What follows belongs to an exercise in optimizing a design on an open flow for small area, a short achievable clock period and few clock cycles; a production flow would make more cautious choices. Where RTL was checked, it was by simulation tests only, not by an equivalence proof against the original. Only the layout flow was run in runs 1 to 3 and 7; the RTL was not checked for function there. No activity file was given, so power comes from the tool's default toggle rates.

**run.sh**
```bash
#!/bin/bash
# synth_recipe.tcl (not shown) runs the flow's synth.tcl, then flattens the netlist and writes it again
# the make line also repeats each setting of config.mk as NAME=value (left out here)
make -C /OpenROAD-flow-scripts/flow DESIGN_CONFIG=/design/flow/config.mk WORK_HOME=/design/flow/orfs CLKGATE_MAP_FILE= SYNTH_SCRIPT=/design/flow/synth_recipe.tcl finish
```
**config.mk**
```make
export PLATFORM = sky130hd
export DESIGN_NAME = CPU
export DESIGN_NICKNAME = CPU
export VERILOG_FILES = /design/flow/design.v
export SDC_FILE = /design/flow/constraint.sdc
export NUM_CORES = 4
export LEC_CHECK = 0
export ABC_CLOCK_PERIOD_IN_PS = 3000
export CAP_MARGIN = 20
export CORE_MARGIN = 2
export CORE_UTILIZATION = 40
export CTS_BUF_LIST = sky130_fd_sc_hd__clkbuf_8
export CTS_CLUSTER_DIAMETER = 100
export CTS_CLUSTER_SIZE = 30
export SETUP_SLACK_MARGIN = 5.0
export SLEW_MARGIN = 20
```
**constraint.sdc**
```tcl
create_clock -name core_clock -period 8.0 [get_ports {clk}]
set_input_delay 1.6000 -clock core_clock [delete_from_list [all_inputs] [get_ports {clk}]]
set_output_delay 1.6000 -clock core_clock [all_outputs]
set_load 0.01 [all_outputs]
```
**design.v**
```verilog
module CPU(clk, rst, data_out, data_in, address, memwt, reg0);
input clk;
input rst;
input [15:0] data_in;
output [15:0] data_out;
output [11:0] address;
output [15:0] reg0;
output memwt;
reg [15:0] regbank [7:0];
reg [11:0] addr;       
reg [11:0] pc;         
reg        zeroflag;
reg [15:0] opa;        
reg [15:0] opb;        
reg ex_alu, ex_ldi, ex_ld, ex_st, ex_mem;
reg [2:0] ex_rd;
reg s_sum, s_and, s_or, s_xor, s_inv;
assign memwt = ex_st;
assign data_out = opa;
assign address = addr;
assign reg0 = regbank[0];
wire [15:0] g = opa & opb;
wire [15:0] p = opa ^ opb;
wire [15:0] o = opa | opb;
wire [15:0] g1, p1, g2, p2, g3, p3, g4;
genvar i;
generate
    for (i = 0; i < 16; i = i + 1) begin : pfx
        if (i & 1) begin
            assign g1[i] = g[i] | (p[i] & g[i - 1]);
            assign p1[i] = p[i] & p[i - 1];
        end else begin
            assign g1[i] = g[i];
            assign p1[i] = p[i];
        end
        if (i & 2) begin
            assign g2[i] = g1[i] | (p1[i] & g1[(i & ~3) + 1]);
            assign p2[i] = p1[i] & p1[(i & ~3) + 1];
        end else begin
            assign g2[i] = g1[i];
            assign p2[i] = p1[i];
        end
        if (i & 4) begin
            assign g3[i] = g2[i] | (p2[i] & g2[(i & ~7) + 3]);
            assign p3[i] = p2[i] & p2[(i & ~7) + 3];
        end else begin
            assign g3[i] = g2[i];
            assign p3[i] = p2[i];
        end
        if (i & 8)
            assign g4[i] = g3[i] | (p3[i] & g3[7]);
        else
            assign g4[i] = g3[i];
    end
endgenerate
wire [15:0] carry = {g4[14:0], 1'b0};     
wire [15:0] sum = (p ^ {16{s_inv}}) ^ carry;
wire [15:0] result = ({16{s_sum}} & sum) | ({16{s_and}} & g) |
                     ({16{s_or}} & o) | ({16{s_xor}} & p);
wire z_add = ~|(p ^ {o[14:0], 1'b0});
wire z_sum = s_inv ? &p : z_add;
wire z_next = (s_sum & z_sum) | (s_and & ~|g) | (s_or & ~|o) | (s_xor & ~|p) |
              ~(s_sum | s_and | s_or | s_xor);
wire [3:0] op = data_in[15:12];
wire [2:0] f = data_in[11:9];
wire [2:0] u = data_in[8:6];
wire [2:0] sa = data_in[8:6];
wire [2:0] sb = data_in[5:3];
wire fetch = ~ex_mem;
wire [11:0] seq = addr + 12'd1;
wire [15:0] ra = (ex_alu && ex_rd == sa) ? result : regbank[sa];
wire [15:0] rb = (ex_alu && ex_rd == sb) ? result : regbank[sb];
wire is_alu = (op == 4'h7);
wire un = is_alu & (f == 3'h7);                  
wire sub = is_alu & (f == 3'h1);
wire zf_now = ex_alu ? z_next : zeroflag;
wire ldst = (op == 4'h2) | (op == 4'h3);
wire hazard = ex_alu & (ex_rd == sb);
wire take = (op == 4'h5) | ((op == 4'h4) & zf_now);
always @(posedge clk) begin
    opa <= un ? {{15{u == 3'h3}}, (u == 3'h2) | (u == 3'h3)} : ra ^ {16{sub}};
    opb <= rb ^ {16{un & (u == 3'h1)}};
    s_inv <= (f == 3'h1);
    s_sum <= (f == 3'h0) | (f == 3'h1) | (un & ~u[2]);
    s_and <= (f == 3'h2);
    s_or  <= (f == 3'h3);
    s_xor <= (f == 3'h4);
    ex_rd <= data_in[2:0];
    if (ex_alu)
        regbank[ex_rd] <= result;
    else if (ex_ldi | ex_ld)
        regbank[ex_rd] <= data_in;
    if (fetch)
        pc <= seq;
    if (rst) begin
        addr <= 12'd0;
        zeroflag <= 1'b0;
        {ex_alu, ex_ldi, ex_ld, ex_st, ex_mem} <= 5'b0;
    end else begin
        zeroflag <= zf_now;
        if (fetch & ldst & hazard) begin
            {ex_alu, ex_ldi, ex_ld, ex_st, ex_mem} <= 5'b0;
        end else if (fetch) begin
            ex_alu <= is_alu;
            ex_ldi <= (op == 4'h1);
            ex_ld  <= (op == 4'h2);
            ex_st  <= (op == 4'h3);
            ex_mem <= (op == 4'h1) | ldst;
            if (ldst)
                addr <= regbank[sb][11:0];
            else if (take)
                addr <= seq + data_in[11:0];
            else
                addr <= seq;
        end else begin
            {ex_alu, ex_ldi, ex_ld, ex_st, ex_mem} <= 5'b0;
            addr <= ex_ldi ? seq : pc;
        end
    end
end
endmodule
```
==> summary.txt, run 1 <==
* Startpoint Class: input port
* Final RePlAce weighted congestion at 0.8891
* Outcome: no timing/DRC/antenna violations
* Synth top cells by count: edfxtp_1 (140), nand2_1 (91), mux4_2 (64)
* Hold WC Path Type: reg -> reg
* Routed wl met2 at 16.93 mm
* Period utilization at 41.83%
* Via density at 5.833
* RSZ-0062 raised after global routing: true
* Dominant synthesized flop cell: edfxtp_1
* CTS clk-pin slew, worst paths at about 0.12 ns
* Num ports at 63
* Port bufs at a little over 60
* Synth area leader: edfxtp_1
* Largest net degree at the start of global routing at 40
* Ys async rst share at 0%
* Layout area overhead at 25.16%
* WL final at 34.95 mm
* Final Hold Vio Count at 0
* Clk buf depth at 2
* Drt pass-1 iters at 6
* Post-synth EDFFs at 140
* Met3 wire len at 2.143 mm
* Initial antenna violation count at 0
* #FFs+latches synth at 198
* Average wire per standard cell at 23.05 um
* Final #Nets at 1182
* Setup_tns at 0 ns
* Cell Rows at 62
* Detail Placement HPWL at 22.87 mm
* Worst Skew at 0.02395 ns
* CTS root buf: clkbuf_8
* Slew @ Worst Pin at approximately 1.1 ns
* Mapped cell area at 0.01160 mm2
* Synth cell types at 66
* WS Path Type: in -> reg
* Vias in the first global route at between 8000 and 9000
* Vias at 8843
* Most frequent cell after synthesis: edfxtp_1
* Yosys top cell area share at between 30% and 40%
* Worst-path fanout max at 3
* Die area at 0.03037 mm2
* Final Critical Period at 3.347 ns
* DRC at 0
* Arrival @ worst endpoint at 3.74 ns
* Clk Latency, worst-skew pair at 0.48 ns
* Iteration-0 DRC count of the detailed router at 914
* TritonCTS clock tree: done
* F_max at ~300 MHz
* Mapped Nets at ~1100
* Seq/Total Area, Yosys at 46.27%
* Htree depth at 4
* Routed met1 length at 15.00 mm
* Final setup viols at 0
* PwrDens at ~170 mW/mm2
* Max Cap Viol at 0
* Tot Pwr at 0.002502 W
* Top post-synthesis cells by area: edfxtp_1 (36%), mux4_2 (12%), dfxtp_1 (10%)
* CORE AREA at 0.02863 mm2
* Leak at 5.571 nW
* Mean Syn Cell Area at about 11 um2
* Mapped Cells at 1014
* Synthesis Warnings at 1
* DIE HEIGHT at 174.3 um
* CP required at roughly 8.4 ns
* CTS Buf Count at 17
* Final Max Tran Viols at 0
* Overall Global Routing Usage at between 20 and 25%
* Antenna-violating nets left at 0
* Hold WS at roughly 0.52 ns
* Die X at ~170 um
* Initial Util at 40.51%
* Layout cell share with drive strength beyond 1 at between 30% and 40%
* Clock Sinks at 198
* Overflow after GRT at 0
* Final antenna diode count at 0
* Crit. End Element: flop
* First-pass GRT wire length at 51.82 mm
* DR top layer: met4
* Worst VDD drop at ~0.088 mV
* Max_slew headroom at 28.31%
==> what timing repair did <==
action / 4_1_cts / 5_1_grt
hold buffers: 0 / 0
hold endpoints to repair: 0 / 0
resized for setup: 172 / 102
pin swaps: 23 / 26
buffers inserted: 38 / 33
gates cloned: 3 / 4
endpoints found under the setup margin: 173 / 115
==> worst max-delay path, cell delays in order <==
cell,delay (ns)
buf_8,0.10
ha_4,0.15
fa_2,0.35
a21o_1,0.17
a21oi_2,0.21
o21bai_2,0.13
a2111oi_4,0.39
o21ai_1,0.09
and3b_1,0.16
o21a_1,0.16
o221a_2,0.22
==> where the power goes <==
part | switching [W] | total, W | internal (W)
clock | 0.000395 | 0.000625 | 0.000230
combinational | 0.000376 | 0.000680 | 0.000304
sequential | 0.0000325 | 0.00120 | 0.00117
==> layout make-up <==
class | instances | area (um2)
fillers | 2487 | 14110
flip-flops and latches | 198 | 5419
clock inverters | 15 | 136.4
inverters | 54 | 205.2
clock buffers | 17 | 234.0
repair buffers | 159 | 1620
well taps | 384 | 480.5
multi-input cells | 689 | 6419
==> layer usage <==
layer / vias up / GRT usage, %
li1: 3982 / -
met1: 4452 / 31.40
met2: 354 / 36.61
met3: 55 / 2.953
met4: 0 / 6.197
met5: - / 0
==> cell usage in the layout (no fill, tap or decap), types with 17 or more instances in the layout <==
cell type      instances
edfxtp_1             140
xnor2_1               42
nand3_1               23
nor3_1                18
nor2_1                54
xor2_1                44
buf_4                 80
ha_1                  21
dlygate4sd2_1         41
a21oi_1               40
clkbuf_8              17
o21ai_0               29
ha_4                  21
nand2_1               88
dfxtp_1               27
mux2i_1               23
nand4_1               18
inv_1                 53
mux4_2                64
dfxtp_2               25
==> final timing paths <==
path | cells past startpoint | start | end | slack [ns]
max | 11 | data_in[0] | addr[8] | 4.65
min | 2 | zeroflag | zeroflag | 0.52
max reg2reg | 14 | addr[0] | addr[11] | 5.00
min reg2reg | 2 | zeroflag | zeroflag | 0.52
==> state kept, by name (all words and copies together) (netlist names) <==
signal	count
s_xor	1
opa	16
zeroflag	1
s_inv	1
s_or	1
ex_ld	1
ex_st	1
ex_mem	1
pc	12
regbank	128
s_sum	1
ex_alu	1
ex_rd	3
addr	12
opb	16
ex_ldi	1
s_and	1
==> logic make-up after synthesis <==
family / synth area share, %
AOI/OAI and AO/OA: 9.592
xor gates and xnor gates: 7.024
adders and majority gates: 4.920
buffers and inverters: 4.586
DFF: 46.27
muxes: 15.74
and+or+nand+nor: 11.87
==> per-stage QoR <==
step	instances	worst slack (ns)	utilization (%)	area [um2]
2_1_floorplan	1014	4.336	-	11890
3_3_place_gp	1406	3.452	44.14	12640
3_5_place_dp	1406	3.380	44.14	12640
4_1_cts	1479	4.643	47.87	13700
5_1_grt	1516	4.598	50.70	14510
6_report	1516	4.653	50.70	14510
==> inputs of run 2 (changes only) <==
--- a/config.mk
+++ b/config.mk
@@ -9,5 +9,5 @@
 export CAP_MARGIN = 20
 export CORE_MARGIN = 2
-export CORE_UTILIZATION = 40
+export CORE_UTILIZATION = 50
 export CTS_BUF_LIST = sky130_fd_sc_hd__clkbuf_8
 export CTS_CLUSTER_DIAMETER = 100
==> run 2 against run 1 <==
- combinational power fell by 5.4%
- via count decreased by 2.4%
- first-iteration DRC count down 5.8%
- worst setup slack lost 0.0043 ns
- core utilization up 11 points
- clock power shrank 2%
- count of clock-buffer cells in the layout stayed put
- flip-flop and latch count is the same
- design area fell by 3.4%
- global-route usage rose by 4.9 points
- critical path type unchanged
- highest routed layer unchanged
==> summary.txt, run 2 <==
* Synthesis Warnings at 1 (unchanged)
* CORE AREA at 0.02271 mm2 (-21%)
* Synth cell types at 66 (unchanged)
* Most frequent cell after synthesis: edfxtp_1
* Antenna-violating nets left at 0 (unchanged)
* Clock Sinks at 198 (unchanged)
* Largest register by flop count: regbank
* Hold WC Path Type: reg -> reg
* CTS clk-pin slew, worst paths at 0.11 ns (about the same)
* Clk pwr share at 25.0% (about the same)
* CTS Buf Count at 17 (unchanged)
* Drt pass-1 iters at 7 (+1)
* Mapped Cells at 1014 (unchanged)
* CTS root buf: clkbuf_8
* Crit path cell chain: buf_8, ha_4, fa_2, a21o_1, a21oi_2, o21bai_2, a2111oi_4, o21ai_1, and3b_1, o21a_1, o221a_2
* WS Path Type: in -> reg
* Final #Nets at 1159 (-1.9%)
* Outcome: no timing/DRC/antenna violations
* Crit path max-delay cell type: fa_2
* Setup_tns at 0 ns (unchanged)
* Yosys top cell area share at 36.25% (unchanged)
* Htree depth at 4 (unchanged)
* Mapped Nets at 1077 (unchanged)
* Die area at 0.02443 mm2 (-20%)
* First-pass GRT wire length at 49.25 mm (-5.0%)
* DRC at 0 (unchanged)
* Final setup viols at 0 (unchanged)
* Leak at 5.394 nW (-3.2%)
* Initial Util at 51.06% (+11 points)
* Final Max Tran Viols at 0 (unchanged)
* Int Power at 0.001673 W (-1.5%)
* Clk Latency, worst-skew pair at 0.49 ns (about the same)
* Arrival @ worst endpoint at 3.74 ns (about the same)
* Max_slew headroom at 41.05% (+13 points)
* Via density at 6.194 (+6.2%)
* RSZ-0062 raised after global routing: true
* Num ports at 63 (unchanged)
* Largest net degree at the start of global routing at 40 (unchanged)
* Dominant synthesized flop cell: edfxtp_1
* Post-synth EDFFs at 140 (unchanged)
* Seq/Total Area, Yosys at 46.27% (unchanged)
* Post-Place Cell Area at 0.01253 mm2 (-0.86%)
* Max Cap Viol at 0 (unchanged)
* Die X at 156.3 um (-10%)
* Slowest cell delay on critical path at 0.36 ns (-0.03 ns)
* #FFs+latches synth at 198 (unchanged)
* Overflow after GRT at 0 (unchanged)
* Worst VDD drop at 0.1041 mV (+18%)
* Vias at 8628 (-2.4%)
* Final Cell Area at 0.01402 mm2 (-3.4%)
* Clk buf depth at 2 (unchanged)
* Iteration-0 DRC count of the detailed router at 861 (-5.8%)
* Detail Placement HPWL at 21.83 mm (-4.5%)
* Port bufs at 62 (unchanged)
* Comb power frac at 26.2% (-1.0 points)
* Mean Syn Cell Area at 11.44 um2 (unchanged)
* Largest regs: regbank: 128 flops, opa: 16 flops, opb: 16 flops
* Ys async rst share at 0% (unchanged)
* Most common cell after layout, fill and taps aside: edfxtp_1
* Layout area overhead at 20.90%
* F_max at 298.4 MHz (-0.13%)
* Mapped cell area at 0.01160 mm2 (unchanged)
* Average wire per standard cell at 23.76 um (+3.0%)
* Startpoint Class: input port
* Final Critical Period at 3.351 ns (+0.004300 ns)
* Final antenna diode count at 0 (unchanged)
* Cell Rows at 55 (-11%)
* Initial antenna violation count at 0 (unchanged)
* Net Sw Frac at 31.72% (-0.38 points)
* Final Hold Vio Count at 0 (unchanged)
* Overall Global Routing Usage at 27.25% (+4.9 points)
* P_sw at 0.0007772 W (-3.2%)
* Period utilization at 41.89% (+0.054 points)
* Number of flip-flops in the largest register at 128 (unchanged)
* Top post-synthesis cells by area: edfxtp_1 (36%), mux4_2 (12%), dfxtp_1 (10%)
* PwrDens at 174.8 mW/mm2 (+1.4%)
* Slew @ Worst Pin at 0.8843 ns (-0.1911 ns)
* Synth top cells by count: edfxtp_1 (140), nand2_1 (91), mux4_2 (64)
* CP required at 8.39 ns (about the same)
* Final RePlAce weighted congestion at 0.8769 (-1.4%)
* Commonest non-fill, non-tap cells in the layout: edfxtp_1 (140), nand2_1 (88), mux4_2 (64), buf_4 (59)
* TritonCTS clock tree: done
* Worst Skew at 0.01514 ns (-0.008807 ns)
* Sequential Power Share at 48.8% (+0.9 points)
* DIE HEIGHT at 156.3 um (-10%)
* Vias in the first global route at 8244 (-2.6%)
* WL final at 33.09 mm (-5.3%)
* Synth area leader: edfxtp_1
* Worst-path fanout max at 2 (-1)
* Crit. End Element: flop
* Layout cell share with drive strength beyond 1 at 28.52% (-2.2 points)
* Hold WS at 0.5234 ns (-0.0006980 ns)
run 2: final timing paths:
check                           startpoint  slack [ns]  depth (start not counted)       to
worst max-delay path            data_in[0]        4.65                         11  addr[8]
worst min-delay path               addr[1]        0.52                          2  addr[1]
worst max register to register     addr[0]        5.06                         12  addr[8]
worst min register to register     addr[1]        0.52                          2  addr[1]
run 2: what timing repair did:
action,CTS,global route
endpoints found under the setup margin,173,101
gates cloned,3,2
buffers inserted,34,14
resized for setup,174,70
hold buffers,0,0
pin swaps,26,19
run 2: layer usage:
metal  up-vias  wire, um  GRT usage [%]
met3        59      1836          4.016
met2       295     15700          42.98
met5         -         0              0
met1      4345     14750          39.38
met4         0       807          8.126
li1       3929         -              -
run 2: through the flow:
step           setup WS [ns]  utilization, %  power (W)  std cells
2_1_floorplan          4.336               -   0.001599       1014
3_3_place_gp           3.609           55.16   0.001753       1309
3_5_place_dp           3.578           55.16   0.001755       1309
4_1_cts                4.665           59.92   0.002407       1377
5_1_grt                4.596           61.74   0.002545       1393
6_report               4.649           61.74   0.002450       1393
run 2: final cells by class:
class                           instances  area, um2
Tap cell                              285      356.6
Clock buffer                           17      234.0
Clock inverter                         14      126.4
Timing Repair Buffer                  137       1420
Sequential cell                       198       5403
Inverter                               54      205.2
Fill cell                            1846       8690
Multi-Input combinational cell        688       6275
run 2: critical path, delay by kind of cell:
| family | cells | cell delay, ns |
|---|---|---|
| AOI/OAI and AO/OA | 7 | 1.34 |
| adders and majority gates | 2 | 0.52 |
| and+or+nand+nor | 1 | 0.17 |
| buffers and inverters | 1 | 0.10 |
run 2: kinds of logic (layout without fill, tap and decap cells):
kind of cell / after synthesis / after routing / share of synthesized area (%)
simple gates: 276 / 276 / 11.87
flops: 198 / 198 / 46.27
compound gates: 173 / 173 / 9.592
buf+inv: 128 / 222 / 4.586
mux: 101 / 101 / 15.74
xor+xnor: 93 / 93 / 7.024
fa+ha+maj: 45 / 45 / 4.920
run 2: power by group through the flow:
stage	sequential, W	clock [W]	combinational (W)
2_1_floorplan	0.00121	0	0.000390
3_3_place_gp	0.00122	0	0.000537
3_5_place_dp	0.00122	0	0.000538
4_1_cts	0.00119	0.000618	0.000594
5_1_grt	0.00120	0.000652	0.000693
6_report	0.00120	0.000612	0.000643
==> inputs of run 3 (changes only) <==
--- a/design.v
+++ b/design.v
@@ -9,5 +9,4 @@
 reg [15:0] regbank [7:0];
 reg [11:0] addr;       
-reg [11:0] pc;         
 reg        zeroflag;
 reg [15:0] opa;        
@@ -69,6 +68,7 @@
 wire fetch = ~ex_mem;
 wire [11:0] seq = addr + 12'd1;
+wire [15:0] rb_bank = regbank[sb];
 wire [15:0] ra = (ex_alu && ex_rd == sa) ? result : regbank[sa];
-wire [15:0] rb = (ex_alu && ex_rd == sb) ? result : regbank[sb];
+wire [15:0] rb = (ex_alu && ex_rd == sb) ? result : rb_bank;
 wire is_alu = (op == 4'h7);
 wire un = is_alu & (f == 3'h7);                  
@@ -78,7 +78,50 @@
 wire hazard = ex_alu & (ex_rd == sb);
 wire take = (op == 4'h5) | ((op == 4'h4) & zf_now);
+wire [11:0] jx = seq;
+wire [11:0] jy = data_in[11:0];
+wire [11:0] jg = jx & jy;
+wire [11:0] jp = jx ^ jy;
+wire [11:0] jg1, jp1, jg2, jp2, jg3, jp3, jg4;
+generate
+    for (i = 0; i < 12; i = i + 1) begin : jpfx
+        if (i & 1) begin
+            assign jg1[i] = jg[i] | (jp[i] & jg[i - 1]);
+            assign jp1[i] = jp[i] & jp[i - 1];
+        end else begin
+            assign jg1[i] = jg[i];
+            assign jp1[i] = jp[i];
+        end
+        if (i & 2) begin
+            assign jg2[i] = jg1[i] | (jp1[i] & jg1[(i & ~3) + 1]);
+            assign jp2[i] = jp1[i] & jp1[(i & ~3) + 1];
+        end else begin
+            assign jg2[i] = jg1[i];
+            assign jp2[i] = jp1[i];
+        end
+        if (i & 4) begin
+            assign jg3[i] = jg2[i] | (jp2[i] & jg2[(i & ~7) + 3]);
+            assign jp3[i] = jp2[i] & jp2[(i & ~7) + 3];
+        end else begin
+            assign jg3[i] = jg2[i];
+            assign jp3[i] = jp2[i];
+        end
+        if (i & 8)
+            assign jg4[i] = jg3[i] | (jp3[i] & jg3[7]);
+        else
+            assign jg4[i] = jg3[i];
+    end
+endgenerate
+wire [11:0] target = jp ^ {jg4[10:0], 1'b0};
+wire n_rb   = ~rst & fetch & ldst & ~hazard;
+wire n_hold = ~rst & fetch & ldst & hazard;
+wire n_jmp  = ~rst & fetch & ~ldst & take;
+wire n_seq  = ~rst & ((fetch & ~ldst & ~take) | ex_ldi);
+wire n_pc   = ~rst & ~fetch & ~ex_ldi;
+wire [11:0] addr_next = ({12{n_rb}} & rb_bank[11:0]) | ({12{n_hold}} & addr) |
+                        ({12{n_jmp}} & target) | ({12{n_seq}} & seq) |
+                        ({12{n_pc}} & opb[11:0]);
 always @(posedge clk) begin
     opa <= un ? {{15{u == 3'h3}}, (u == 3'h2) | (u == 3'h3)} : ra ^ {16{sub}};
-    opb <= rb ^ {16{un & (u == 3'h1)}};
+    opb <= ldst ? {4'h0, seq} : rb ^ {16{un & (u == 3'h1)}};
     s_inv <= (f == 3'h1);
     s_sum <= (f == 3'h0) | (f == 3'h1) | (un & ~u[2]);
@@ -91,8 +134,6 @@
     else if (ex_ldi | ex_ld)
         regbank[ex_rd] <= data_in;
-    if (fetch)
-        pc <= seq;
+    addr <= addr_next;
     if (rst) begin
-        addr <= 12'd0;
         zeroflag <= 1'b0;
         {ex_alu, ex_ldi, ex_ld, ex_st, ex_mem} <= 5'b0;
@@ -107,13 +148,6 @@
             ex_st  <= (op == 4'h3);
             ex_mem <= (op == 4'h1) | ldst;
-            if (ldst)
-                addr <= regbank[sb][11:0];
-            else if (take)
-                addr <= seq + data_in[11:0];
-            else
-                addr <= seq;
         end else begin
             {ex_alu, ex_ldi, ex_ld, ex_st, ex_mem} <= 5'b0;
-            addr <= ex_ldi ? seq : pc;
         end
     end
--- a/config.mk
+++ b/config.mk
@@ -9,5 +9,5 @@
 export CAP_MARGIN = 20
 export CORE_MARGIN = 2
-export CORE_UTILIZATION = 50
+export CORE_UTILIZATION = 40
 export CTS_BUF_LIST = sky130_fd_sc_hd__clkbuf_8
 export CTS_CLUSTER_DIAMETER = 100
==> run 3 against run 2 <==
- area after synthesis is 1.8% lower
- largest cell class unchanged
- fmax is 5.0% higher
- sequential power is 5% lower
- synthesized cell count hardly changed
- global-route usage is 3.8 points lower
- total power is 0.67% higher
- largest power group unchanged
- clock skew is 0.0047 ns higher
- critical path depth is 1 higher
- register-to-register slack worse by 0.06 ns
- critical path type unchanged
==> summary.txt, run 3 <==
* Worst-path fanout max at 3 (+1)
* CORE AREA at 0.02793 mm2 (+23%)
* Vias at 8783 (+1.8%)
* CTS root buf: clkbuf_8
* Largest net degree at the start of global routing at 40 (unchanged)
* TritonCTS clock tree: done
* Levels on crit path at 12 (+1)
* Slew @ Worst Pin at 0.9912 ns (+0.1069 ns)
* Ys async rst share at 0% (unchanged)
* Leak at 5.421 nW (+0.50%)
* Die area at 0.02982 mm2 (+22%)
* Synth top cells by count: edfxtp_1 (128), nand2_1 (101), nor2_1 (77)
* Final antenna diode count at 0 (unchanged)
* Crit-path leading delay family: compound AO/OA/AOI/OAI gates
* Worst R2R End: addr[11]
* Arrival @ worst endpoint at 3.54 ns (-0.20 ns)
* Commonest non-fill, non-tap cells in the layout: edfxtp_1 (128), nand2_1 (99), nor2_1 (72), mux4_2 (64), buf_4 (63)
* Clk Latency, worst-skew pair at 0.48 ns (about the same)
* Met2 usage in global routing at 38.47% (-4.5 points)
* DRC at 0 (unchanged)
* CP required at 8.35 ns (-0.04 ns)
* Port bufs at 62 (unchanged)
* Clk buf depth at 2 (unchanged)
* Seq/Total Area, Yosys at 43.97% (-2.3 points)
* Busiest metal layer after global routing: met2
* Hold Path Sink: zeroflag
* Worst VDD drop at 0.1019 mV (-2.1%)
* Via density at 5.832 (-5.8%)
* Dominant synthesized flop cell: edfxtp_1
* Most common cell after layout, fill and taps aside: edfxtp_1
* Most frequent cell after synthesis: edfxtp_1
* Final RePlAce weighted congestion at 0.9078 (+3.5%)
* Setup_tns at 0 ns (unchanged)
* RSZ-0062 raised after global routing: true
* Final Hold Vio Count at 0 (unchanged)
* Period utilization at 39.88% (-2.0 points)
* Non-Filler Instances at 1506 (+8.1%)
* Iteration-0 DRC count of the detailed router at 1010 (+17%)
* Synth area leader: edfxtp_1
* Startpoint Class: input port
* CTS clk-pin slew, worst paths at 0.12 ns (about the same)
* Largest register by flop count: regbank
* Reg2reg start: addr[0]
* Hold_sp: zeroflag
* Detail Placement HPWL at 24.13 mm (+11%)
* Vias in the first global route at 8557 (+3.8%)
* Final Max Tran Viols at 0 (unchanged)
* Num ports at 63 (unchanged)
* Initial antenna violation count at 1 (+1)
* Htree depth at 4 (unchanged)
* Max Cap Viol at 0 (unchanged)
* Outcome: no timing/DRC/antenna violations
* Mapped cell area at 0.01138 mm2 (-1.8%)
* Final Critical Period at 3.190 ns (-0.1606 ns)
* Clock Sinks at 186 (-6.1%)
* Drt pass-1 iters at 6 (-1)
* Mapped Nets at 1078 (+0.093%)
* Crit path cell chain: buf_8, ha_4, inv_2, fa_2, nor2b_4, o31ai_4, a211oi_2, o31ai_2, and3_1, o21a_1, xor2_1, o221ai_1
* Grt met1 use at 31.55% (-7.8 points)
* Slowest cell delay on critical path at 0.36 ns (about the same)
* WS Path Type: in -> reg
* F_max at 313.4 MHz (+5.0%)
* Layout cell share with drive strength beyond 1 at 29.96% (+1.4 points)
* Largest regs: regbank: 128 flops, opa: 16 flops, opb: 16 flops
* Max_slew headroom at 33.92% (-7.1 points)
* Crit path max-delay cell type: fa_2
* Layout area overhead at 23.99%
* Crit. End Element: flop
* Met3 global-route usage at 3.980% (-0.036 points)
* Die X at 172.7 um (+10%)
* Mapped Cells at 1013 (-0.099%)
* Post-synth EDFFs at 128 (-8.6%)
* PwrDens at 174.8 mW/mm2 (about the same)
* Yosys top cell area share at 33.77% (-2.5 points)
* CTS Buf Count at 17 (unchanged)
* Hold depth at 2 (unchanged)
* R2R setup slack at 5.00 ns (-0.06 ns)
* Post-Place Cell Area at 0.01240 mm2 (-1.0%)
* Average wire per standard cell at 23.92 um (+0.68%)
* Number of flip-flops in the largest register at 128 (unchanged)
* Overflow after GRT at 0 (unchanged)
* CTS Hold Bufs at 0 (unchanged)
* First-pass GRT wire length at 53.05 mm (+7.7%)
* Final #Nets at 1180 (+1.8%)
* Final Cell Area at 0.01411 mm2 (+0.68%)
* Synthesis Warnings at 1 (unchanged)
* Overall Global Routing Usage at 23.47% (-3.8 points)
* DIE HEIGHT at 172.7 um (+10%)
* Antenna-violating nets left at 0 (unchanged)
* WL final at 36.02 mm (+8.8%)
* Final setup viols at 0 (unchanged)
* Cell Rows at 61 (+11%)
* Initial Util at 40.75% (-10 points)
* Synth cell types at 77 (+17%)
* Worst Skew at 0.01986 ns (+0.004715 ns)
* Path depth of the worst reg2reg path at 13 (+1)
* Worst path bufs/invs at 2 (+1)
* Hold WC Path Type: reg -> reg
* Post-Place Cells at 1406 (+7.4%)
* #FFs+latches synth at 186 (-6.1%)
* Top post-synthesis cells by area: edfxtp_1 (34%), mux4_2 (13%), dfxtp_1 (10%)
* Mean Syn Cell Area at 11.24 um2 (-1.7%)
## run 3: cell count changes after synthesis, sizes merged, moves of 8 or more
cell | before | now
edfxtp | 140 | 128
nand3 | 23 | 31
buf | 32 | 41
nor3 | 23 | 14
mux2i | 26 | 38
inv | 54 | 44
clkbuf | 42 | 28
nand2 | 91 | 102
nor2 | 58 | 79
a221o | 0 | 10
mux2 | 11 | 3
xor2 | 45 | 29
## run 3: logic make-up (layout without fill, tap and decap cells)
kind of cell,Yosys count,after routing,share of synthesized area (%)
simple gates,306,306,13.13
flops,186,186,43.97
xor+xnor,83,83,6.386
compound gates,172,172,10.35
mux,105,105,16.30
buf+inv,114,229,4.429
fa+ha+maj,47,47,5.430
## run 3: repair_timing
action | CTS | global route
setup endpoints to repair | 162 | 84
pin swaps | 18 | 22
resized for setup | 183 | 65
buffers inserted | 35 | 25
gates cloned | 5 | 3
## run 3: area by class of cell
cell class	count	area (um2)
Clock buffer	17	234.0
Clock inverter	15	165.2
Fill cell	2497	13820
Inverter	45	171.4
Multi-Input combinational cell	713	6386
Sequential cell	186	5044
Tap cell	378	473.0
Timing Repair Buffer	152	1642
## run 3: how the worst max path moves through the flow
| stage | from | endpoint | slack (ns) |
|---|---|---|---|
| after floorplan | data_in[0] | addr[9] | 4.52 |
| after global placement | data_in[5] | addr[6] | 3.26 |
| after detailed placement | data_in[5] | addr[7] | 3.20 |
| after CTS | data_in[0] | addr[11] | 4.80 |
| after global routing | data_in[0] | addr[11] | 4.70 |
| final | data_in[0] | addr[11] | 4.81 |
## run 3: metal layers
metal  routed length, um  share of wire (%)  vias to the layer above
li1                    -                  -                     3972
met1               15490                 43                     4378
met2               17310                 48                      361
met3                2153                6.0                       70
met4                1044                2.9                        2
met5                  12              0.033                        -
## run 3: power breakdown
group	internal [W]	switching, W
clock network	0.000239	0.000410
registers	0.00109	0.0000405
logic	0.000285	0.000397
total	0.00162	0.000848
## run 3: worst reg2reg max path, stage by stage, from the launching register on
cell and delay [ns]:
dfxtp_4 0.40, ha_1 0.18, nand3_1 0.15, nor2_1 0.30, nand3_1 0.14, xnor2_1 0.35
ha_1 0.32, nand3_1 0.11, a211oi_2 0.07, o31ai_2 0.29, and3_1 0.20, o21a_1 0.12
xor2_1 0.14, o221ai_1 0.11
## run 3: through the flow
| step | utilization [%] | hold slack [ns] | setup slack, ns | total power [W] |
|---|---|---|---|---|
| after floorplan | - | 0.4559 | 4.523 | 0.001562 |
| after global placement | 44.37 | 0.4837 | 3.264 | 0.001739 |
| after detailed placement | 44.37 | 0.4849 | 3.198 | 0.001743 |
| after CTS | 48.50 | 0.5092 | 4.803 | 0.002431 |
| after global routing | 50.53 | 0.5816 | 4.702 | 0.002558 |
| final | 50.53 | 0.5179 | 4.810 | 0.002467 |
==> inputs of run 4 (changes only) <==
--- a/design.v
+++ b/design.v
@@ -9,4 +9,5 @@
 reg [15:0] regbank [7:0];
 reg [11:0] addr;       
+reg [11:0] pc;         
 reg        zeroflag;
 reg [15:0] opa;        
@@ -120,8 +121,8 @@
 wire [11:0] addr_next = ({12{n_rb}} & rb_bank[11:0]) | ({12{n_hold}} & addr) |
                         ({12{n_jmp}} & target) | ({12{n_seq}} & seq) |
-                        ({12{n_pc}} & opb[11:0]);
+                        ({12{n_pc}} & pc);
 always @(posedge clk) begin
     opa <= un ? {{15{u == 3'h3}}, (u == 3'h2) | (u == 3'h3)} : ra ^ {16{sub}};
-    opb <= ldst ? {4'h0, seq} : rb ^ {16{un & (u == 3'h1)}};
+    opb <= rb ^ {16{un & (u == 3'h1)}};
     s_inv <= (f == 3'h1);
     s_sum <= (f == 3'h0) | (f == 3'h1) | (un & ~u[2]);
@@ -134,4 +135,6 @@
     else if (ex_ldi | ex_ld)
         regbank[ex_rd] <= data_in;
+    if (fetch)
+        pc <= seq;
     addr <= addr_next;
     if (rst) begin
==> run 4 against run 3 <==
- count of clock-buffer cells in the layout is the same
- register-to-register slack improved by 0.09 ns
- synthesized cell count is 2.0% lower
- fmax increased by 4.8%
- combinational power shrank 6.7%
- die area grew 0.68%
- worst hold slack worse by 0.041 ns
- via count increased by 0.14%
- critical path type unchanged
==> summary.txt, run 4 <==
* Clk buf depth at 2 (unchanged)
* First-pass GRT wire length at 52.13 mm (-1.7%)
* CTS clk-pin slew, worst paths at 0.11 ns (about the same)
* Initial Util at 40.92% (+0.17 points)
* Setup ws final at 4.956 ns (+0.1466 ns)
* Yosys top cell area share at 36.68% (+2.9 points)
* Commonest non-fill, non-tap cells in the layout: edfxtp_1 (140), nand2_1 (80), mux4_2 (64), buf_4 (55), nor2_1 (53)
* CTS root buf: clkbuf_8
* Overflow after GRT at 0 (unchanged)
* Drt pass-1 iters at 5 (-1)
* Final RePlAce weighted congestion at 0.8932 (-1.6%)
* Max Cap Viol at 0 (unchanged)
* Detail Placement HPWL at 23.37 mm (-3.1%)
* Largest regs: regbank: 128 flops, opa: 16 flops, opb: 16 flops
* Synthesis Warnings at 1 (unchanged)
* Htree depth at 4 (unchanged)
* Die X at 173.3 um (+0.34%)
* Placement Setup Slack at 3.485 ns (+0.2871 ns)
* Period utilization at 38.05% (-1.8 points)
* Hold WC Path Type: reg -> reg
* Dominant synthesized flop cell: edfxtp_1
* Post-synth EDFFs at 140 (+9.4%)
* Average wire per standard cell at 23.82 um (-0.39%)
* #FFs+latches synth at 198 (+6.5%)
* F_max at 328.5 MHz (+4.8%)
* Layout cell share with drive strength beyond 1 at 28.86% (-1.1 points)
* Crit path cell chain: buf_8, buf_12, buf_12, buf_12, mux4_2, mux2i_1, nand2_1, o211ai_1, o2111ai_1
* TritonCTS clock tree: done
* Final setup viols at 0 (unchanged)
* Clk Latency, worst-skew pair at 0.48 ns (about the same)
* Worst VDD drop at 0.09938 mV (-2.5%)
* Top post-synthesis cells by area: edfxtp_1 (37%), mux4_2 (13%), dfxtp_1 (10%)
* Largest net degree at the start of global routing at 41 (+2.5%)
* Startpoint Class: input port
* CP dominant cell by count: buf_12
* CP required at 8.36 ns (about the same)
* Slew @ Worst Pin at 0.9052 ns (-0.08598 ns)
* Layout area overhead at 23.75%
* DRC at 0 (unchanged)
* Final #Nets at 1147 (-2.8%)
* Leak at 5.344 nW (-1.4%)
* Via density at 5.971 (+2.4%)
* Crit path max-delay cell type: mux4_2
* WS Path Type: in -> reg
* Mapped Nets at 1058 (-1.9%)
* Overall Global Routing Usage at 22.94% (-0.53 points)
* Mapped cell area at 0.01146 mm2 (+0.69%)
* Vias at 8795 (+0.14%)
* Mapped Cells at 993 (-2.0%)
* Mean Syn Cell Area at 11.54 um2 (+2.7%)
* Outcome: no timing/DRC/antenna violations
* Final Max Tran Viols at 0 (unchanged)
* WL final at 35.09 mm (-2.6%)
* Port bufs at 62 (unchanged)
* Seq/Total Area, Yosys at 46.81% (+2.8 points)
* Largest register by flop count: regbank
* Most frequent cell after synthesis: edfxtp_1
* Crit. End Element: flop
* CTS Buf Count at 17 (unchanged)
* RSZ-0062 raised after global routing: true
* DIE HEIGHT at 173.3 um (+0.34%)
* Synth area leader: edfxtp_1
* Iteration-0 DRC count of the detailed router at 1243 (+23%)
* Synth top cells by count: edfxtp_1 (140), nand2_1 (83), mux4_2 (64)
* Arrival @ worst endpoint at 3.41 ns (-0.13 ns)
* PwrDens at 179.9 mW/mm2 (+3.0%)
* Slowest cell delay on critical path at 0.50 ns (+0.14 ns)
* Antenna-violating nets left at 0 (unchanged)
* Final Hold Vio Count at 0 (unchanged)
* Post-Place Cells at 1384 (-1.6%)
* Setup_tns at 0 ns (unchanged)
* Vias in the first global route at 8385 (-2.0%)
* CORE AREA at 0.02801 mm2 (+0.27%)
* Final Critical Period at 3.044 ns (-0.1466 ns)
* Non-Filler Instances at 1473 (-2.2%)
* Seq. cell area at 0.005404 mm2 (+7.1%)
* Max_slew headroom at 39.65% (+5.7 points)
* Final antenna diode count at 0 (unchanged)
* Die area at 0.03003 mm2 (+0.68%)
* Cell Rows at 61 (unchanged)
* Number of flip-flops in the largest register at 128 (unchanged)
* Synth cell types at 74 (-3.9%)
* Initial antenna violation count at 0 (-1)
* Multi-input combinational cell area at 0.006310 mm2 (-1.2%)
* Worst-path fanout max at 6 (+3)
* Worst Skew at 0.02048 ns (+0.0006270 ns)
* Fill count at 2437 (-2.4%)
* Clock Sinks at 198 (+6.5%)
* Ys async rst share at 0% (unchanged)
* CTS Hold Bufs at 0 (unchanged)
* Most common cell after layout, fill and taps aside: edfxtp_1
* Num ports at 63 (unchanged)
run 4: changes by cell type in the layout (fill, tap and decap cells not counted), moves of 10 or more:
cell | before | now
nand2_1 | 99 | 80
edfxtp_1 | 128 | 140
inv_1 | 41 | 52
dlygate4sd2_1 | 36 | 49
nor2_1 | 72 | 53
nand3_1 | 30 | 18
ha_1 | 35 | 25
mux2i_1 | 31 | 17
o21ai_0 | 30 | 42
xnor2_1 | 49 | 34
xor2_1 | 29 | 43
run 4: what timing repair did:
item	in CTS	in global routing
endpoints found under the setup margin	155	83
pin swaps	26	16
setup buffers	33	15
gates cloned	5	4
resized for setup	174	54
run 4: stage by stage:
stage          utilization [%]  area [um2]  hold WS, ns  power (W)
6_report                 50.64       14180       0.4766   0.002552
3_3_place_gp             44.81       12550       0.4438   0.001761
4_1_cts                  48.99       13720       0.4791   0.002509
3_5_place_dp             44.81       12550       0.4501   0.001764
2_1_floorplan                -       11750       0.4334   0.001596
5_1_grt                  50.64       14180       0.4838   0.002647
run 4: cell type report:
cell class	count	area share [%]
Clock buffer	17	1.649
Clock inverter	15	1.323
Multi-Input combinational cell	675	44.48
Timing Repair Buffer	137	9.694
Tap cell	378	3.334
Inverter	53	1.420
Sequential cell	198	38.10
run 4: logic make-up (layout without fill, tap and decap cells):
logic type	count (synthesis)	in the layout	synth area share (%)
xor+xnor	83	83	6.342
fa+ha+maj	47	47	5.392
compound gates	187	188	10.89
simple gates	269	270	11.60
buf+inv	122	222	4.344
flops	198	198	46.81
mux	87	87	14.62
run 4: worst paths after layout:
check / startpoint / to / slack, ns / depth (start not counted)
worst min-delay path: pc[8] / addr[8] / 0.48 / 2
worst min register to register: pc[8] / addr[8] / 0.48 / 2
worst max-delay path: data_in[3] / addr[9] / 4.96 / 9
worst max register to register: opb[9] / regbank[4][14] / 5.09 / 10
run 4: per-layer routing:
metal	up-vias	part of all wire, %	global-route usage, %	wire, um
li1	3911	-	-	-
met1	4427	44	32.59	15320
met2	405	47	35.40	16390
met3	52	6.8	4.079	2375
met4	0	2.9	8.157	1005
met5	-	0	0	0
run 4: where the power goes:
part | leakage [nW] | switching, W | internal, W | total [W]
clock | 0.222 | 0.000387 | 0.000319 | 0.000705
sequential | 1.79 | 0.0000378 | 0.00117 | 0.00121
combinational | 3.33 | 0.000370 | 0.000267 | 0.000637
total | 5.34 | 0.000795 | 0.00176 | 0.00255
run 4: critical path: cells and delay by family:
| kind | cells | cell delay (ns) |
|---|---|---|
| buf+inv | 4 | 0.44 |
| simple gates | 1 | 0.19 |
| mux | 2 | 0.87 |
| compound gates | 2 | 0.29 |
Testbench counts of run 4, summed over its fixed seeds: cycles 36,768.
==> inputs of run 5 (changes only) <==
==> flow/run.sh (new file) <==
#!/bin/bash
# The standard layout (the standard.sh), except that the port buffers are
# plain buf_1 cells (the default choice is a delay cell, slower and larger),
# and synthesis leaves the adders to abc instead of first mapping them to the
# library's full and half adder cells.
set -euo pipefail
bash standard.sh "BUFFER_PORTS_ARGS=-buffer_cell sky130_fd_sc_hd__buf_1" ADDER_MAP_FILE= finish > standard.log 2>&1
==> standard.sh (new file) <==
#!/bin/bash
# synth_recipe.tcl (not shown) runs the flow's synth.tcl, then flattens the netlist and writes it again
# the make line also repeats each setting of config.mk as NAME=value (left out here)
make -C /OpenROAD-flow-scripts/flow DESIGN_CONFIG=/design/flow/config.mk WORK_HOME=/design/flow/orfs CLKGATE_MAP_FILE= SYNTH_SCRIPT=/design/flow/synth_recipe.tcl "${@:-finish}"
removed: run.sh
==> run 5 against run 4 <==
- still clean on timing, DRC and antenna
- combinational power rose by 4.7%
- first-iteration DRC count decreased by 16%
- sequential share of layout area up 1.6 points
- clock power down 5.0%
- sequential power up 6%
- via count rose by 1.5%
- non-clock buffer count fell by 3
- worst hold slack lost 0.00082 ns
- area after synthesis grew 0.63%
- count of clock-buffer cells in the layout unchanged
- critical path depth up 3
- die area is 0.62% higher
- critical path type unchanged
- largest power group unchanged
==> summary.txt, run 5 <==
* Outcome: no timing/DRC/antenna violations
* Detail Placement HPWL at 22.02 mm (-5.8%)
* Sequential Power Share at 48.8% (+1.4 points)
* CTS Buf Count at 17 (unchanged)
* Post-synth EDFFs at 140 (unchanged)
* Final Max Tran Viols at 0 (unchanged)
* Commonest non-fill, non-tap cells in the layout: edfxtp_1 (140), a21oi_1 (76), xnor2_1 (75), nand2_1 (66), mux4_2 (64)
* #FFs+latches synth at 198 (unchanged)
* Average wire per standard cell at 22.41 um (-6.0%)
* Post-Place Cells at 1407 (+1.7%)
* Slew @ Worst Pin at 0.9136 ns (+0.008315 ns)
* CTS root buf: clkbuf_8
* Int Power at 0.001768 W (+0.62%)
* Clk Latency, worst-skew pair at 0.49 ns (about the same)
* Non-Filler Instances at 1490 (+1.2%)
* Placement Setup Slack at 3.158 ns (-0.3275 ns)
* Yosys top cell area share at 36.45% (-0.23 points)
* Final Hold Vio Count at 0 (unchanged)
* Antenna-violating nets left at 0 (unchanged)
* Iteration-0 DRC count of the detailed router at 1049 (-16%)
* Overall Global Routing Usage at 21.73% (-1.2 points)
* CORE AREA at 0.02855 mm2 (+1.9%)
* Via density at 5.993 (+0.37%)
* Htree depth at 4 (unchanged)
* Synth cell types at 71 (-4.1%)
* Crit path cell chain: buf_12, o22ai_4, a21boi_2, and4bb_2, o2bb2ai_4, a211o_1, a21o_1, a311oi_2, nor4_4, a211o_1, a41oi_2, a21boi_2
* R2R setup slack at 4.80 ns (-0.29 ns)
* CTS Hold Bufs at 0 (unchanged)
* Mapped Nets at 1053 (-0.47%)
* Max Cap Viol at 0 (unchanged)
* Largest net degree at the start of global routing at 43 (+4.9%)
* Largest register by flop count: regbank
* Layout area overhead at 18.48%
* Arrival @ worst endpoint at 3.96 ns (+0.55 ns)
* Number of flip-flops in the largest register at 128 (unchanged)
* Layout cell share with drive strength beyond 1 at 28.21% (-0.65 points)
* Synth top cells by count: edfxtp_1 (140), a21oi_1 (88), xnor2_1 (82)
* Slowest cell delay on critical path at 0.34 ns (-0.16 ns)
* RSZ-0062 raised after global routing: true
* Final setup viols at 0 (unchanged)
* CP required at 8.44 ns (+0.08 ns)
* Cell Rows at 62 (+1.6%)
* Worst Skew at 0.02828 ns (+0.007797 ns)
* First-pass GRT wire length at 50.45 mm (-3.2%)
* Leak at 4.632 nW (-13%)
* Clock Sinks at 198 (unchanged)
* Port bufs at 62 (unchanged)
* Crit-path leading delay family: compound AO/OA/AOI/OAI gates
* Levels on crit path at 12 (+3)
* Most frequent cell after synthesis: edfxtp_1
* Hold Path Sink: addr[0]
* P_sw at 0.0008444 W (+6.2%)
* Final RePlAce weighted congestion at 0.9527 (+6.7%)
* Comb power frac at 25.5% (+0.5 points)
* WS Path Type: in -> reg
* Final antenna diode count at 0 (unchanged)
* Seq/Total Area, Yosys at 46.51% (-0.29 points)
* Clk buf depth at 2 (unchanged)
* Dominant synthesized flop cell: edfxtp_1
* DIE HEIGHT at 173.8 um (+0.31%)
* Worst path bufs/invs at 1 (-3)
* Ys async rst share at 0% (unchanged)
* Tot Pwr at 0.002613 W (+2.4%)
* Final #Nets at 1111 (-3.1%)
* Setup ws final at 4.476 ns (-0.4799 ns)
* Worst R2R End: addr[11]
* TritonCTS clock tree: done
* PwrDens at 191.2 mW/mm2 (+6.2%)
* Hold_sp: pc[0]
* Top post-synthesis cells by area: edfxtp_1 (36%), mux4_2 (12%), dfxtp_1 (10%)
* Mapped Cells at 1035 (+4.2%)
* Crit path max-delay cell type: and4bb_2
* Mapped cell area at 0.01153 mm2 (+0.63%)
* Overflow after GRT at 0 (unchanged)
* Synth area leader: edfxtp_1
* Drt pass-1 iters at 5 (unchanged)
* Synthesis Warnings at 1 (unchanged)
* Num ports at 63 (unchanged)
* Net Sw Frac at 32.32% (+1.2 points)
* Hold WC Path Type: reg -> reg
* Path depth of the worst reg2reg path at 11 (+1)
* Startpoint Class: input port
* Largest regs: regbank: 128 flops, opa: 16 flops, opb: 16 flops
* Die area at 0.03021 mm2 (+0.62%)
* DRC at 0 (unchanged)
* Hold depth at 2 (unchanged)
* Util after Layout at 47.87% (-2.8 points)
* Die X at 173.8 um (+0.31%)
* Initial antenna violation count at 0 (unchanged)
* CTS clk-pin slew, worst paths at 0.12 ns (about the same)
* Worst VDD drop at 0.1149 mV (+16%)
* Most common cell after layout, fill and taps aside: edfxtp_1
* Vias in the first global route at 8328 (-0.68%)
* Initial Util at 40.41% (-0.52 points)
* Worst-path fanout max at 5 (-1)
* Mean Syn Cell Area at 11.14 um2 (-3.5%)
* Final Critical Period at 3.524 ns (+0.4799 ns)
* Crit. End Element: flop
* Clk pwr share at 25.6% (-2.0 points)
* Period utilization at 44.05% (+6.0 points)
* Vias at 8929 (+1.5%)
* Setup_tns at 0 ns (unchanged)
* F_max at 283.8 MHz (-14%)
* WL final at 33.39 mm (-4.9%)
* Reg2reg start: addr[1]
* Max_slew headroom at 38.87% (-0.78 points)
[run 5: cell types whose count changed in the layout (fill, tap and decap cells not counted), sizes merged, moves of 17 or more]
cell and change:
a21oi +48, dlygate4sd2 -49, xnor2 +43, o22ai +17, buf +51, inv -46, ha -43
[run 5: what timing repair did]
action / CTS / global route
setup buffers: 26 / 20
pin swaps: 27 / 21
endpoints found under the setup margin: 118 / 105
gates resized for setup: 90 / 66
cloned: 2 / 3
[run 5: layout make-up]
class | instances | area [um2]
tap | 384 | 480.5
clock buffer | 17 | 234.0
multi-input combinational | 731 | 6314
inverter | 11 | 41.29
timing repair buffer | 134 | 1011
clock inverter | 15 | 166.4
fill | 2646 | 14880
sequential | 198 | 5420
[run 5: cells by family (layout without fill, tap and decap cells)]
kind of cell | Yosys count | count (layout) | synth area share, %
AOI/OAI and AO/OA | 262 | 262 | 14.12
and+or+nand+nor | 253 | 255 | 10.96
DFF | 198 | 198 | 46.51
xor gates and xnor gates | 115 | 115 | 8.797
buffers and inverters | 108 | 177 | 3.862
muxes | 94 | 94 | 15.27
adders and majority gates | 5 | 5 | 0.4773
[run 5: layer usage]
metal	vias up	wire length, um	global-route usage (%)
li1	4036	-	-
met1	4475	14510	30.82
met2	362	15850	34.36
met4	0	952	7.668
met3	56	2071	2.873
met5	-	0	0
[run 5: per-stage QoR]
stage                     hold slack, ns  instance area [um2]
after CTS                         0.4771                13160
after detailed placement          0.4449                12180
final                             0.4758                13670
after floorplan                   0.4251                11860
after global routing              0.5171                13670
after global placement            0.4439                12180
[run 5: worst max path at each step]
| stage | startpoint | end |
|---|---|---|
| floorplan | data_in[1] | addr[11] |
| global placement | data_in[3] | addr[11] |
| detailed placement | data_in[3] | addr[11] |
| CTS | data_in[1] | addr[11] |
| global route | data_in[1] | addr[11] |
| finish | data_in[1] | addr[11] |
[run 5: worst min-delay path, cell delays in order, from the launching register on]
cell and delay, ns:
edfxtp_1 0.34, nand2_1 0.05, o221ai_1 0.06
[run 5: power groups by stage]
stage	Clock (W)	Combinational, W	Sequential, W
4_1_cts	0.000677	0.000605	0.00127
5_1_grt	0.000718	0.000720	0.00128
6_report	0.000670	0.000667	0.00128
3_5_place_dp	0	0.000548	0.00129
3_3_place_gp	0	0.000542	0.00129
2_1_floorplan	0	0.000463	0.00123
==> inputs of run 6 (changes only) <==
==> flow/run.sh (replaced) <==
#!/bin/bash
# The standard layout (the standard.sh), except that the port buffers are
# plain buf_1 cells: the default choice is a delay cell, slower and larger.
set -euo pipefail
bash standard.sh "BUFFER_PORTS_ARGS=-buffer_cell sky130_fd_sc_hd__buf_1" finish > standard.log 2>&1
--- a/config.mk
+++ b/config.mk
@@ -9,8 +9,8 @@
 export CAP_MARGIN = 20
 export CORE_MARGIN = 2
-export CORE_UTILIZATION = 40
+export CORE_UTILIZATION = 50
 export CTS_BUF_LIST = sky130_fd_sc_hd__clkbuf_8
 export CTS_CLUSTER_DIAMETER = 100
-export CTS_CLUSTER_SIZE = 30
+export CTS_CLUSTER_SIZE = 24
 export SETUP_SLACK_MARGIN = 5.0
 export SLEW_MARGIN = 20
==> run 6 against run 5 <==
- count of clock-buffer cells in the layout did not move
- worst setup slack better by 0.48 ns
- area after synthesis decreased by 0.63%
- worst hold slack better by 0.012 ns
- highest routed layer unchanged
- sequential share of layout area increased by 0.24 points
- largest power group unchanged
- sequential power decreased by 5%
- largest cell class unchanged
==> summary.txt, run 6 <==
* Synth area leader: edfxtp_1
* WL final at 33.84 mm (+1.4%)
* Dominant synthesized flop cell: edfxtp_1
* Average wire per standard cell at 24.81 um (+11%)
* Largest net degree at the start of global routing at 41 (-4.7%)
* RSZ-0062 raised after global routing: true
* CP dominant cell by count: buf_4
* Vias in the first global route at 8100 (-2.7%)
* R2R setup slack at 5.05 ns (+0.25 ns)
* Mean Syn Cell Area at 11.54 um2 (+3.6%)
* Most common cell after layout, fill and taps aside: edfxtp_1
* Synth cell types at 74 (+4.2%)
* Vias at 8580 (-3.9%)
* Largest regs: regbank: 128 flops, opa: 16 flops, opb: 16 flops
* Non-Filler Instances at 1364 (-8.5%)
* Setup_tns at 0 ns (unchanged)
* Hold Path Sink: addr[7]
* Initial Util at 50.78% (+10 points)
* Die X at 155.4 um (-11%)
* Worst VDD drop at 0.1076 mV (-6.4%)
* Drt pass-1 iters at 5 (unchanged)
* Hold WC Path Type: reg -> reg
* Max Cap Viol at 0 (unchanged)
* Clock Sinks at 198 (unchanged)
* Clk buf depth at 2 (unchanged)
* Startpoint Class: input port
* Commonest non-fill, non-tap cells in the layout: edfxtp_1 (140), nand2_1 (79), mux4_2 (64), nor2_1 (55), buf_1 (52)
* Worst R2R End: opa[14]
* CTS clk-pin slew, worst paths at 0.11 ns (about the same)
* Final #Nets at 1131 (+1.8%)
* Worst-path fanout max at 3 (-2)
* Tot Pwr at 0.002480 W (-5.1%)
* Detail Placement HPWL at 22.39 mm (+1.7%)
* CORE AREA at 0.02257 mm2 (-21%)
* Htree depth at 4 (unchanged)
* Most frequent cell after synthesis: edfxtp_1
* Hold WS at 0.4881 ns (+0.01229 ns)
* Antenna-violating nets left at 0 (unchanged)
* Crit path cell chain: buf_8, ha_4, inv_2, fa_2, inv_2, buf_4, buf_4, buf_4, fa_1, xor2_1, a221o_1
* Num ports at 63 (unchanged)
* Overflow after GRT at 0 (unchanged)
* Seq/Total Area, Yosys at 46.81% (+0.29 points)
* Leak at 4.917 nW (+6.1%)
* Ys async rst share at 0% (unchanged)
* PwrDens at 184.0 mW/mm2 (-3.8%)
* Overall Global Routing Usage at 27.73% (+6.0 points)
* Synth top cells by count: edfxtp_1 (140), nand2_1 (83), mux4_2 (64)
* Slowest cell delay on critical path at 0.42 ns (+0.08 ns)
* Hold depth at 2 (unchanged)
* Final RePlAce weighted congestion at 0.8857 (-7.0%)
* TritonCTS clock tree: done
* Arrival @ worst endpoint at 3.43 ns (-0.53 ns)
* Layout cell share with drive strength beyond 1 at 25.67% (-2.5 points)
* Path depth of the worst reg2reg path at 10 (-1)
* Initial antenna violation count at 0 (unchanged)
* Final Hold Vio Count at 0 (unchanged)
* Final Critical Period at 3.047 ns (-0.4763 ns)
* CTS Buf Count at 17 (unchanged)
* Clk Latency, worst-skew pair at 0.49 ns (about the same)
* Outcome: no timing/DRC/antenna violations
* Post-synth EDFFs at 140 (unchanged)
* DRC at 0 (unchanged)
* Largest register by flop count: regbank
* Final setup viols at 0 (unchanged)
* Layout area overhead at 17.62%
* Iteration-0 DRC count of the detailed router at 856 (-18%)
* Number of flip-flops in the largest register at 128 (unchanged)
* CP startpoint: data_in[0]
* Synthesis Warnings at 1 (unchanged)
* Mapped Cells at 993 (-4.1%)
* Mapped Nets at 1058 (+0.47%)
* CTS root buf: clkbuf_8
* Hold_sp: pc[7]
* Top post-synthesis cells by area: edfxtp_1 (37%), mux4_2 (13%), dfxtp_1 (10%)
* Mapped cell area at 0.01146 mm2 (-0.63%)
* Crit path max-delay cell type: fa_1
* CP required at 8.39 ns (-0.05 ns)
* WS Path Type: in -> reg
* DIE HEIGHT at 155.4 um (-11%)
* Post-Place Cells at 1294 (-8.0%)
* Period utilization at 38.09% (-6.0 points)
* Cell Rows at 55 (-11%)
* F_max at 328.1 MHz (+16%)
* Yosys top cell area share at 36.68% (+0.23 points)
* Worst path bufs/invs at 6 (+5)
* Crit-path leading delay family: adder cells
* Port bufs at 62 (unchanged)
* Slew @ Worst Pin at 1.034 ns (+0.1206 ns)
* Worst Skew at 0.02069 ns (-0.007593 ns)
* Max_slew headroom at 31.06% (-7.8 points)
* Final antenna diode count at 0 (unchanged)
* Reg2reg start: opa[6]
* Final Max Tran Viols at 0 (unchanged)
* #FFs+latches synth at 198 (unchanged)
* Util after Layout at 59.73% (+12 points)
* Crit. End Element: flop
* First-pass GRT wire length at 49.44 mm (-2.0%)
* Via density at 6.290 (+5.0%)
* Die area at 0.02415 mm2 (-20%)
-- run 6: cell count changes in the layout (fill, tap and decap cells not counted), sizes merged, moves of 5 or more --
cell | before | now
a21o | 11 | 6
a21oi | 90 | 42
buf | 127 | 112
ha | 0 | 43
inv | 18 | 61
maj3 | 5 | 0
mux2 | 16 | 3
mux2i | 14 | 20
nand2 | 70 | 83
o21ai | 64 | 51
o22ai | 20 | 2
xnor2 | 83 | 40
xor2 | 32 | 43
-- run 6: power by group --
part           internal [W]  switching [W]
clock network      0.000261       0.000400
logic              0.000250       0.000362
registers           0.00117      0.0000373
-- run 6: worst max-delay path by stage --
stage | to | slack (ns) | depth (start not counted)
final | addr[3] | 4.95 | 11
after global routing | addr[3] | 4.94 | 11
after CTS | addr[11] | 4.97 | 12
after detailed placement | addr[11] | 3.60 | 10
after global placement | opa[10] | 3.49 | 7
after floorplan | addr[8] | 4.76 | 9
-- run 6: timing repair --
action,CTS,global route
setup endpoints to repair,91,85
resized for setup,69,59
buffers inserted,10,22
cloned,3,3
pin swaps,9,19
hold buffers,0,0
-- run 6: area by class of cell --
class / instances / area, um2
Fill cell: 1868 / 9090
Inverter: 53 / 201.4
Sequential cell: 198 / 5379
Clock inverter: 15 / 165.2
Clock buffer: 17 / 234.0
Timing Repair Buffer: 123 / 942.2
Tap cell: 285 / 356.6
Multi-Input combinational cell: 673 / 6203
-- run 6: logic make-up (layout without fill, tap and decap cells) --
logic type / Yosys count / in the layout / share of synthesized area [%]
and+or+nand+nor: 269 / 269 / 11.60
DFF: 198 / 198 / 46.81
AOI/OAI and AO/OA: 187 / 187 / 10.89
buffers and inverters: 122 / 208 / 4.344
muxes: 87 / 87 / 14.62
xor gates and xnor gates: 83 / 83 / 6.342
adders and majority gates: 47 / 47 / 5.392
-- run 6: worst reg2reg max path: cells and delay by family (launching register included) --
kind	cells	cell delay, ns
AOI/OAI and AO/OA	5	1.47
and+or+nand+nor	3	0.54
DFF	1	0.39
adders and majority gates	1	0.37
buffers and inverters	1	0.06
-- run 6: stage by stage --
| stage | area (um2) | setup WS (ns) |
|---|---|---|
| floorplan | 11750 | 4.759 |
| global placement | 12090 | 3.490 |
| detailed placement | 12110 | 3.601 |
| CTS | 12960 | 4.972 |
| global route | 13480 | 4.944 |
| finish | 13480 | 4.953 |
-- run 6: per-layer routing --
layer	global-route usage (%)	part of all wire (%)
met2	43.91	47
met1	39.46	43
met4	9.655	2.8
met3	3.928	7.2
met5	0	0
==> inputs of run 7 (changes only) <==
--- a/design.v
+++ b/design.v
@@ -124,6 +124,6 @@
 always @(posedge clk) begin
     opa <= un ? {{15{u == 3'h3}}, (u == 3'h2) | (u == 3'h3)} : ra ^ {16{sub}};
-    opb <= rb ^ {16{un & (u == 3'h1)}};
-    s_inv <= (f == 3'h1);
+    opb <= rb;
+    s_inv <= (f == 3'h1) | ((f == 3'h7) & (u == 3'h1));
     s_sum <= (f == 3'h0) | (f == 3'h1) | (un & ~u[2]);
     s_and <= (f == 3'h2);
==> run 7 against run 6 <==
- still clean on timing, DRC and antenna
- design area shrank 2.8%
- critical path depth is the same
- core utilization shrank 1.3 points
- flip-flop and latch count is the same
- fmax shrank 8.4%
- total power shrank 1.4%
- largest cell class unchanged
- largest power group unchanged
==> summary.txt, run 7 <==
* PwrDens at 186.5 mW/mm2 (+1.4%)
* Post-synth EDFFs at 140 (unchanged)
* Layout cell share with drive strength beyond 1 at 24.19% (-1.5 points)
* Synth area leader: edfxtp_1
* Worst Skew at 0.01666 ns (-0.004024 ns)
* CTS root buf: clkbuf_8
* DIE HEIGHT at 154.7 um (-0.46%)
* WL final at 32.79 mm (-3.1%)
* Synth Area in Compound Gates at 12.44% (+1.5 points)
* Port bufs at 62 (unchanged)
* CTS Hold Bufs at 0 (unchanged)
* Crit-path leading delay family: adder cells
* CORE AREA at 0.02243 mm2 (-0.61%)
* Overflow after GRT at 0 (unchanged)
* Clk Latency, worst-skew pair at 0.49 ns (about the same)
* Adder-Cell Fraction of Synth Area at 5.444% (+0.051 points)
* Post-synthesis mux area share at 14.13% (-0.49 points)
* Final RePlAce weighted congestion at 0.9334 (+5.4%)
* Slowest cell delay on critical path at 0.55 ns (+0.13 ns)
* Final #Nets at 1102 (-2.6%)
* Largest register by flop count: regbank
* Mean Syn Cell Area at 11.66 um2 (+0.99%)
* Detail Placement HPWL at 21.97 mm (-1.9%)
* F_max at 300.6 MHz (-8.4%)
* Drt pass-1 iters at 6 (+1)
* Final Max Tran Viols at 0 (unchanged)
* WS Path Type: in -> reg
* Die X at 154.7 um (-0.46%)
* Crit path max-delay cell type: fa_2
* Via density at 6.330 (+0.64%)
* Htree depth at 4 (unchanged)
* Initial Util at 50.61% (-0.17 points)
* Arrival @ worst endpoint at 3.72 ns (+0.29 ns)
* Worst path bufs/invs at 3 (-3)
* Final antenna diode count at 0 (unchanged)
* Average wire per standard cell at 24.56 um (-1.0%)
* Cell Rows at 55 (unchanged)
* Post-Place Cells at 1274 (-1.5%)
* Die area at 0.02393 mm2 (-0.92%)
* Max Cap Viol at 0 (unchanged)
* Crit path cell chain: buf_8, ha_4, inv_2, fa_2, nor2b_4, o31ai_4, a211oi_2, a21oi_2, fa_2, inv_2, a221o_1
* DRC at 0 (unchanged)
* Layout area overhead at 15.45%
* #FFs+latches synth at 198 (unchanged)
* Dominant synthesized flop cell: edfxtp_1
* CTS Buf Count at 17 (unchanged)
* Initial antenna violation count at 0 (unchanged)
* Vias at 8451 (-1.5%)
* Seq/Total Area, Yosys at 47.25% (+0.44 points)
* Synth cell types at 72 (-2.7%)
* Synthesis Warnings at 1 (unchanged)
* Leak at 4.795 nW (-2.5%)
* Period utilization at 41.58% (+3.5 points)
* TritonCTS clock tree: done
* Antenna-violating nets left at 0 (unchanged)
* Util after Layout at 58.43% (-1.3 points)
* RSZ-0062 raised after global routing: true
* Largest net degree at the start of global routing at 38 (-7.3%)
* First-pass GRT wire length at 48.62 mm (-1.6%)
* Final Hold Vio Count at 0 (unchanged)
* Final Critical Period at 3.327 ns (+0.2792 ns)
* Most common cell after layout, fill and taps aside: edfxtp_1
* Mapped Nets at 1039 (-1.8%)
* Final setup viols at 0 (unchanged)
* Largest regs: regbank: 128 flops, opa: 16 flops, opb: 16 flops
* CTS clk-pin slew, worst paths at 0.11 ns (about the same)
* Top post-synthesis cells by area: edfxtp_1 (37%), mux4_2 (13%), dfxtp_1 (10%)
* Slew @ Worst Pin at 1.205 ns (+0.1707 ns)
* Commonest non-fill, non-tap cells in the layout: edfxtp_1 (140), nand2_1 (80), mux4_2 (64), dfxtp_1 (56), buf_1 (52)
* Crit. End Element: flop
* Setup_tns at 0 ns (unchanged)
* Xor and xnor area share after synthesis at 5.388% (-0.95 points)
* Vias in the first global route at 7994 (-1.3%)
* Mapped Cells at 974 (-1.9%)
* Worst VDD drop at 0.09647 mV (-10%)
* Yosys top cell area share at 37.02% (+0.35 points)
* Mapped cell area at 0.01135 mm2 (-0.94%)
* Most frequent cell after synthesis: edfxtp_1
* Hold WC Path Type: reg -> reg
* Iteration-0 DRC count of the detailed router at 870 (+1.6%)
* Num ports at 63 (unchanged)
* Clock Sinks at 198 (unchanged)
* Clk buf depth at 2 (unchanged)
* Non-Filler Instances at 1335 (-2.1%)
* Overall Global Routing Usage at 27.26% (-0.47 points)
* Outcome: no timing/DRC/antenna violations
* Synth top cells by count: edfxtp_1 (140), nand2_1 (81), mux4_2 (64)
* Startpoint Class: input port
* Worst-path fanout max at 3 (unchanged)
* CP required at 8.39 ns (about the same)
* Fill count at 1862 (-0.32%)
* Ys async rst share at 0% (unchanged)
* Largest family of logic cells by synthesized area: multiplexers
* Max_slew headroom at 19.68% (-11 points)
* Simple-gate area share of the yosys netlist at 10.63% (-0.97 points)
* Number of flip-flops in the largest register at 128 (unchanged)
## run 7: kinds of logic after synthesis
logic type | count (synthesis)
AND/OR/NAND/NOR | 245
flip-flops | 198
AO/OA/AOI/OAI | 214
multiplexers | 80
XOR/XNOR | 69
adder cells (fa/ha/maj) | 47
buffers and inverters | 121
## run 7: timing repair
| action | CTS | global route |
|---|---|---|
| pin swaps | 12 | 7 |
| gates resized for setup | 71 | 43 |
| endpoints found under the setup margin | 107 | 119 |
| buffers inserted | 17 | 8 |
| cloned | 2 | 2 |
## run 7: path summary, 6_finish.rpt
| path | endpoint | slack [ns] | cells past startpoint | startpoint |
|---|---|---|---|---|
| worst max-delay path | addr[8] | 4.67 | 11 | data_in[0] |
| worst min-delay path | zeroflag | 0.50 | 1 | zeroflag |
| worst max register to register | addr[8] | 4.95 | 11 | addr[0] |
| worst min register to register | zeroflag | 0.50 | 1 | zeroflag |
## run 7: stage by stage
stage / total power, W / setup slack (ns) / hold WS (ns) / area [um2]
floorplan: 0.001604 / 4.374 / 0.4436 / 11590
global placement: 0.001734 / 3.565 / 0.4634 / 11910
detailed placement: 0.001739 / 3.506 / 0.4741 / 11910
CTS: 0.002416 / 4.740 / 0.4967 / 12820
global route: 0.002546 / 4.647 / 0.5191 / 13110
finish: 0.002445 / 4.673 / 0.4964 / 13110
## run 7: final cells by class
type | instances | area (um2) | share of cell area (%)
Multi-Input combinational cell | 655 | 5921 | 45.17
Sequential cell | 198 | 5368 | 40.95
Timing Repair Buffer | 113 | 868.3 | 6.624
Tap cell | 285 | 356.6 | 2.720
Clock buffer | 17 | 234.0 | 1.785
Inverter | 52 | 197.7 | 1.508
Clock inverter | 15 | 163.9 | 1.250
## run 7: per-layer routing
| layer | part of all wire [%] | global-route usage, % | vias up |
|---|---|---|---|
| li1 | - | - | 3787 |
| met1 | 43 | 38.26 | 4249 |
| met2 | 48 | 43.56 | 357 |
| met3 | 6.7 | 4.847 | 58 |
| met4 | 2.5 | 8.510 | 0 |
| met5 | 0 | 0 | - |
## run 7: power by group
group / leakage [nW] / switching, W / internal (W)
Combinational: 2.80 / 0.000347 / 0.000237
Sequential: 1.79 / 0.0000359 / 0.00117
Clock: 0.205 / 0.000395 / 0.000261
Total: 4.80 / 0.000778 / 0.00167

what the ideal ports hide:
The results above use ideal ports. As a check the final layouts listed here were re-extracted and re-timed, cells and wires unchanged.
Step 1 assumes that a clkbuf_16 drives the clock port and a buf_2 every other input.
Step 2 also shifts input and output timing later by t, the mid clock arrival at the registers, as if the neighbouring blocks saw the same clock.
Three values: no drivers, after step 1, after step 2; two values: the first two.
run	t, ns	setup slack, ns
run 1	0.518	4.653 / 4.650 / 4.132
run 2	0.525	4.649 / 4.651 / 4.126
run 3	0.514	4.810 / 4.806 / 4.292
run 4	0.515	4.956 / 4.946 / 4.431
run 5	0.523	4.476 / 4.470 / 3.947
run 6	0.522	4.953 / 4.961 / 4.439
run 7	0.524	4.673 / 4.661 / 4.136
After both steps setup and hold are still met in every run listed.
